From an optimization exercise on the open Yosys and OpenROAD flow, aimed at small area, a short achievable clock period and few clock cycles; shortcuts taken in it are not production practice. Function was checked by simulation only, so behaviour that the tests miss may differ from the original. Power is estimated from default activity; no workload was simulated.

Setup of v17:
==> flow/design.v <==
module alu (
    input  wire [33:0] S,
    input  wire [33:0] C,
    input  wire [31:0] Y,
    input  wire        div,
    input  wire        idle,
    input  wire        sin,
    input  wire        mpos,
    input  wire        mneg,
    output wire [33:0] SO,
    output wire [33:0] CO,
    output wire        qp,
    output wire        qn
);
    wire [3:0] p  = S[33:30] ^ C[33:30];
    wire [3:0] g  = S[33:30] & C[33:30];
    wire       c3 = g[2] | (p[2] & g[1]) | (p[2] & p[1] & g[0]);
    wire       f3 = p[3] ^ c3;
    wire       en = div & ~idle;
    assign qp = en & ~f3;
    assign qn = en & f3 & ~(&p[2:0]);
    wire        sb  = qp | (~div & mneg);       
    wire        ad  = qn | (~div & mpos);       
    wire [33:0] X   = {sb, sb, ({32{sb}} & ~Y) | ({32{ad}} & Y)};
    wire [33:0] S2  = {S[32:0], sin};
    wire [33:0] C2  = {C[32:0], 1'b0};
    assign SO = S2 ^ C2 ^ X;
    assign CO = {(S2[32:0] & C2[32:0]) | (X[32:0] & (S2[32:0] | C2[32:0])), sb};
endmodule
module alu4 (
    input  wire [33:0] S,
    input  wire [33:0] C,
    input  wire [31:0] Y,
    input  wire        h,
    input  wire        l,
    input  wire        p,
    output wire [33:0] SO,
    output wire [33:0] CO
);
    wire        one = l ^ p;
    wire        two = (h & ~l & ~p) | (~h & l & p);
    wire        neg = h & ~(l & p);
    wire [33:0] Yp  = {2'b00, Y} ^ {34{neg}};
    wire [33:0] X   = ({34{one}} & Yp) | ({34{two}} & {Yp[32:0], neg});
    wire [33:0] S4  = {S[31:0], 2'b00};
    wire [33:0] C4  = {C[31:0], 2'b00};
    assign SO = S4 ^ C4 ^ X;
    assign CO = {(S4[32:0] & C4[32:0]) | (X[32:0] & (S4[32:0] | C4[32:0])), neg};
endmodule
module alu_top (
    input  wire        clk,
    input  wire        rst,
    input  wire        in_valid,
    output wire        in_ready,
    input  wire [31:0] a,
    input  wire [31:0] b,
    input  wire [4:0]  op,
    input  wire        signed_op,
    output reg         out_valid,
    output reg  [31:0] y,
    output reg         zero,
    output reg         carry,
    output reg         overflow,
    output reg         negative,
    output reg         parity
);
    localparam [4:0] OP_MUL = 5'd11;
    localparam [4:0] OP_DIV = 5'd12;
    localparam K   = 8;             
    localparam KD  = 4;             
    localparam LKD = 2;             
    reg  [31:0] a_r, b_r;
    reg  [4:0]  op_r;
    reg         s_r;
    reg         va, first, rdy;
    reg  [2:0]  cnt;                
    reg  [33:0] S, C;
    reg         cb, mb, vb;
    assign in_ready = rdy;
    wire is_mul = (op_r == OP_MUL);
    wire is_div = (op_r == OP_DIV);
    wire dfirst = first & is_div;
    wire        bz  = ~|b_r;
    wire        dv  = is_div & ~bz;
    wire        z16 = dv & ~|b_r[31:16];
    wire [31:0] b1  = z16 ? {b_r[15:0], 16'd0} : b_r;
    wire        z8  = dv & ~|b1[31:24];
    wire [31:0] b2  = z8 ? {b1[23:0], 8'd0} : b1;
    wire        z4  = dv & ~|b2[31:28];
    wire [31:0] b3  = z4 ? {b2[27:0], 4'd0} : b2;
    wire        z2  = dv & ~|b3[31:30];
    wire [31:0] b4  = z2 ? {b3[29:0], 2'd0} : b3;
    wire        z1  = dv & ~b4[31];
    wire [31:0] Y   = z1 ? {b4[30:0], 1'b0} : b4;
    wire [4:0]  lz  = {z16, z8, z4, z2, z1};
    integer i;
    wire [LKD-1:0] kidle = dfirst ? ~lz[LKD-1:0] : {LKD{1'b0}};
    reg  [KD-1:0]  din;                             
    always @(*) begin
        for (i = 0; i < KD; i = i + 1)
            din[i] = dfirst & (i <= kidle) & a_r[(kidle - i) & (KD - 1)];
    end
    wire       shl = (op_r == 5'd6) | (op_r == 5'd8);
    wire       shr = (op_r == 5'd7) | (op_r == 5'd9);
    wire       rot = op_r[3];
    reg [31:0] x;
    always @(*) begin
        if (dfirst)
            case (kidle)
                2'd0: x = {1'b0, a_r[31:1]};
                2'd1: x = {2'b0, a_r[31:2]};
                2'd2: x = {3'b0, a_r[31:3]};
                default: x = {4'b0, a_r[31:4]};
            endcase
        else if (shl) x = {a_r[30:0], rot & a_r[31]};
        else if (shr) x = {rot & a_r[0], a_r[31:1]};
        else x = a_r;
    end
    wire [33:0] s0 = first ? (is_div ? {2'b00, x} : 34'd0) : S;
    wire [33:0] c0 = first ? 34'd0 : C;
    wire [3:0] bh = {a_r[31], a_r[29], a_r[27], a_r[25]};
    wire [3:0] bl = {a_r[30], a_r[28], a_r[26], a_r[24]};
    wire [3:0] bp = {a_r[29], a_r[27], a_r[25], a_r[23]};
    wire [3:0] mpos, mneg;
    generate
        genvar d;
        for (d = 0; d < 2; d = d + 1) begin : split
            wire one = bl[3-d] ^ bp[3-d];
            wire two = (bh[3-d] & ~bl[3-d] & ~bp[3-d]) | (~bh[3-d] & bl[3-d] & bp[3-d]);
            wire neg = bh[3-d] & ~(bl[3-d] & bp[3-d]);
            assign mpos[2*d]     = two & ~neg;    
            assign mneg[2*d]     = two & neg;
            assign mpos[2*d + 1] = one & ~neg;    
            assign mneg[2*d + 1] = one & neg;
        end
    endgenerate
    wire [33:0] sv [0:KD+2];
    wire [33:0] cv [0:KD+2];
    wire [KD-1:0] qpv, qnv;
    assign sv[0] = s0;
    assign cv[0] = c0;
    genvar g;
    generate
        for (g = 0; g < KD; g = g + 1) begin : step
            alu u_step (
                .S(sv[g]), .C(cv[g]), .Y(Y), .div(is_div),
                .idle((g < kidle) | bz), .sin(din[g]), .mpos(mpos[g]), .mneg(mneg[g]),
                .SO(sv[g + 1]), .CO(cv[g + 1]), .qp(qpv[KD - 1 - g]), .qn(qnv[KD - 1 - g])
            );
        end
        for (g = 0; g < 2; g = g + 1) begin : step4
            alu4 u_step4 (
                .S(sv[KD + g]), .C(cv[KD + g]), .Y(Y),
                .h(bh[1-g]), .l(bl[1-g]), .p(bp[1-g]),
                .SO(sv[KD + g + 1]), .CO(cv[KD + g + 1])
            );
        end
    endgenerate
    wire [KD:0]   qv     = {1'b0, qpv} - {1'b0, qnv};
    wire [31-KD:0] qhi   = dfirst ? {(32-KD){1'b0}} : a_r[31-KD:0];
    wire [31:0]   qp_cat = {qhi - {{(31-KD){1'b0}}, qv[KD]}, qv[KD-1:0]};
    reg  [1:0]  gp;
    always @(*) begin
        gp = {sv[KD][0] & cv[KD][0], sv[KD][0] | cv[KD][0]};
        for (i = 1; i < 33; i = i + 1)
            gp = {(sv[KD][i] & cv[KD][i]) | ((sv[KD][i] | cv[KD][i]) & gp[1]),
                  (sv[KD][i] | cv[KD][i]) & gp[0]};
    end
    wire        wneg   = sv[KD][33] ^ cv[KD][33] ^ gp[1];
    wire [2:0]  cnt_now = first ? (is_mul ? 3'd3 : lz[4:LKD]) : cnt;
    wire last = (cnt_now == 0);
    wire done = ~(is_mul | is_div) | last;
    wire cont = va & ~done;
    wire       is_as = (op_r[4:1] == 4'd0);
    wire       sub   = (op_r == 5'd1);
    reg  [3:0] tt;                  
    always @(*) begin
        case (op_r)
            5'd2:    tt = 4'b1000;   
            5'd3:    tt = 4'b1110;   
            5'd4:    tt = 4'b0110;   
            5'd5:    tt = 4'b0011;   
            5'd10:   tt = 4'b1010;   
            5'd0, 5'd1, 5'd6, 5'd7, 5'd8, 5'd9:
                     tt = 4'b1100;   
            default: tt = 4'b0000;
        endcase
    end
    reg  [31:0] lres;
    always @(*) begin
        for (i = 0; i < 32; i = i + 1)
            lres[i] = tt[{x[i], b_r[i]}];
    end
    wire [33:0] c_op = is_as ? {sub, {s_r & b_r[31], b_r} ^ {33{sub}}} : 34'd0;
    reg  [33:0] s_d, c_d;
    reg         cb_d;
    always @(*) begin
        if (is_div & last) begin
            s_d  = {2'b00, qp_cat};
            c_d  = {34{1'b1}};
            cb_d = ~wneg;
        end else if (is_div) begin
            s_d  = sv[KD];
            c_d  = cv[KD];
            cb_d = 1'b0;
        end else if (is_mul) begin
            s_d  = sv[KD+2];
            c_d  = cv[KD+2];
            cb_d = 1'b0;
        end else begin
            s_d  = {1'b0, is_as & s_r & a_r[31], lres};
            c_d  = c_op;
            cb_d = sub;
        end
    end
    reg  [32:0] t;
    reg         cy;
    always @(*) begin
        cy = cb;
        for (i = 0; i < 33; i = i + 1) begin
            t[i] = S[i] ^ C[i] ^ cy;
            cy   = (S[i] & C[i]) | (S[i] & cy) | (C[i] & cy);
        end
    end
    wire [31:0] r = t[31:0];
    wire take = in_valid & rdy;
    always @(posedge clk) begin
        if (cont) begin
            a_r <= is_mul ? {a_r[31-K:0], {K{1'b0}}} : qp_cat;
            b_r <= Y;
        end else begin
            a_r  <= a;
            b_r  <= b;
            op_r <= op;
        end
        s_r   <= signed_op;
        cnt   <= cnt_now - 1'b1;
        first <= ~cont;
        S  <= s_d;
        C  <= c_d;
        cb <= cb_d;
        mb <= is_as;
        y        <= r;
        zero     <= (r == 32'd0);
        carry    <= mb & t[32];
        overflow <= mb & (t[32] ^ t[31]);
        negative <= r[31];
        parity   <= ^r;
        if (rst) begin
            va        <= 1'b0;
            vb        <= 1'b0;
            out_valid <= 1'b0;
            rdy       <= 1'b1;
        end else begin
            vb        <= va & done;
            out_valid <= vb;
            if (cont) begin
                va  <= 1'b1;
                rdy <= (cnt_now == 1);
            end else begin
                va  <= take;
                rdy <= ~(take & ((op == OP_MUL) |
                                 ((op == OP_DIV) & (b[31:32-KD] == 0))));
            end
        end
    end
endmodule
==> flow/config.mk <==
export PLATFORM = sky130hd
export DESIGN_NAME = alu_top
export DESIGN_NICKNAME = alu_top
export VERILOG_FILES = /design/flow/design.v
export SDC_FILE = /design/flow/constraint.sdc
export NUM_CORES = 4
export LEC_CHECK = 0
export ABC_AREA = 1
export CAP_MARGIN = 20
export CORE_MARGIN = 2
export CORE_UTILIZATION = 55
export PLACE_DENSITY = 0.7
export SLEW_MARGIN = 20
==> flow/constraint.sdc <==
create_clock -name core_clock -period 100.0 [get_ports {clk}]
set_input_delay 20.0000 -clock core_clock [delete_from_list [all_inputs] [get_ports {clk}]]
set_output_delay 20.0000 -clock core_clock [all_outputs]
set_load 0.01 [all_outputs]
standard.sh (not shown) runs the stock make flow with config.mk's settings and CLKGATE_MAP_FILE= SYNTH_SCRIPT=/design/flow/synth_recipe.tcl, a recipe that flattens the netlist after the stock synthesis.
==> flow/flow/run.sh <==
#!/bin/bash
# The standard layout (standard.sh), with the port buffers that
# buffer_ports inserts made sky130_fd_sc_hd__buf_1 instead of its default
# pick. Each ORFS step keeps its own log under orfs/logs; the make output
# goes to standard.log.
set -euo pipefail
bash standard.sh BUFFER_PORTS_ARGS="-buffer_cell sky130_fd_sc_hd__buf_1" finish > standard.log 2>&1
Testbench counts of v17, summed over its fixed seeds: cycles 20,987.
For v14, these inputs were changed with respect to v17:
==> flow/design.v, changed modules only <==
module alu4 (
    input  wire [33:0] S,
    input  wire [33:0] C,
    input  wire [31:0] Y,
    input  wire        h,
    input  wire        l,
    input  wire        p,
    output wire [33:0] SO,
    output wire [33:0] CO
);
    wire        one = l ^ p;
    wire        two = (h & ~l & ~p) | (~h & l & p);
    wire        neg = h & ~(l & p);
    wire [33:0] Ye  = {2'b00, Y};
    wire [33:0] X   = (({34{one}} & Ye) | ({34{two}} & {Ye[32:0], 1'b0})) ^ {34{neg}};
    wire [33:0] S4  = {S[31:0], 2'b00};
    wire [33:0] C4  = {C[31:0], 2'b00};
    assign SO = S4 ^ C4 ^ X;
    assign CO = {(S4[32:0] & C4[32:0]) | (X[32:0] & (S4[32:0] | C4[32:0])), neg};
endmodule
[summary]
Compared with v17, v14 shows a count of unique library cells instantiated by Yosys that is 9.1% higher.
Number of core rows of v14 falls short of that of v17 slightly.
From v17 to v14 the numbers moved as follows: later-pin clock latency in the skew report shows no meaningful change; area added between synthesis and finish shows a reduction of 0.30 points; met2 capacity usage during global routing shows an increase of 0.95 points.
Cmp v14 vs v17: worst-case hold slack higher in v14
v14 vs. v17: via count increased by 206 relative to the old numbers; overall power consumption decreased by about 0.9% relative to the old numbers; minimum clock period after layout increased by 770 ps relative to the old numbers; number of fill cells in the layout closely matched the old numbers.
Testbench counts of v14, summed over its fixed seeds: cycles 20,987.

==> separate check: timing with driven ports <==
No port has a modelled driver above. Below, the same layouts with a new extraction and two added sets of constraints.
Step 1 assumes that a clkbuf_16 drives the clock port and a buf_2 every other input.
Step 2 also shifts input and output timing later by t, the mid clock arrival at the registers, as if the neighbouring blocks saw the same clock.
Slacks: ideal / step 1 / step 2; pairs: ideal / step 1.
run | t (ns) | setup WS [ns] | hold slack, ns | slew at the worst register clock pin (ns) | cell pins on the clock port's net
v17 | 0.573 | 77.881 / 77.881 / 77.881 | 0.406 / 0.406 / 0.406 | 0.09 / 0.09 | 1
v14 | 0.574 | 77.109 / 77.109 / 77.109 | 0.411 / 0.411 / 0.411 | 0.10 / 0.10 | 1
After both steps setup and hold are still met in every run listed.
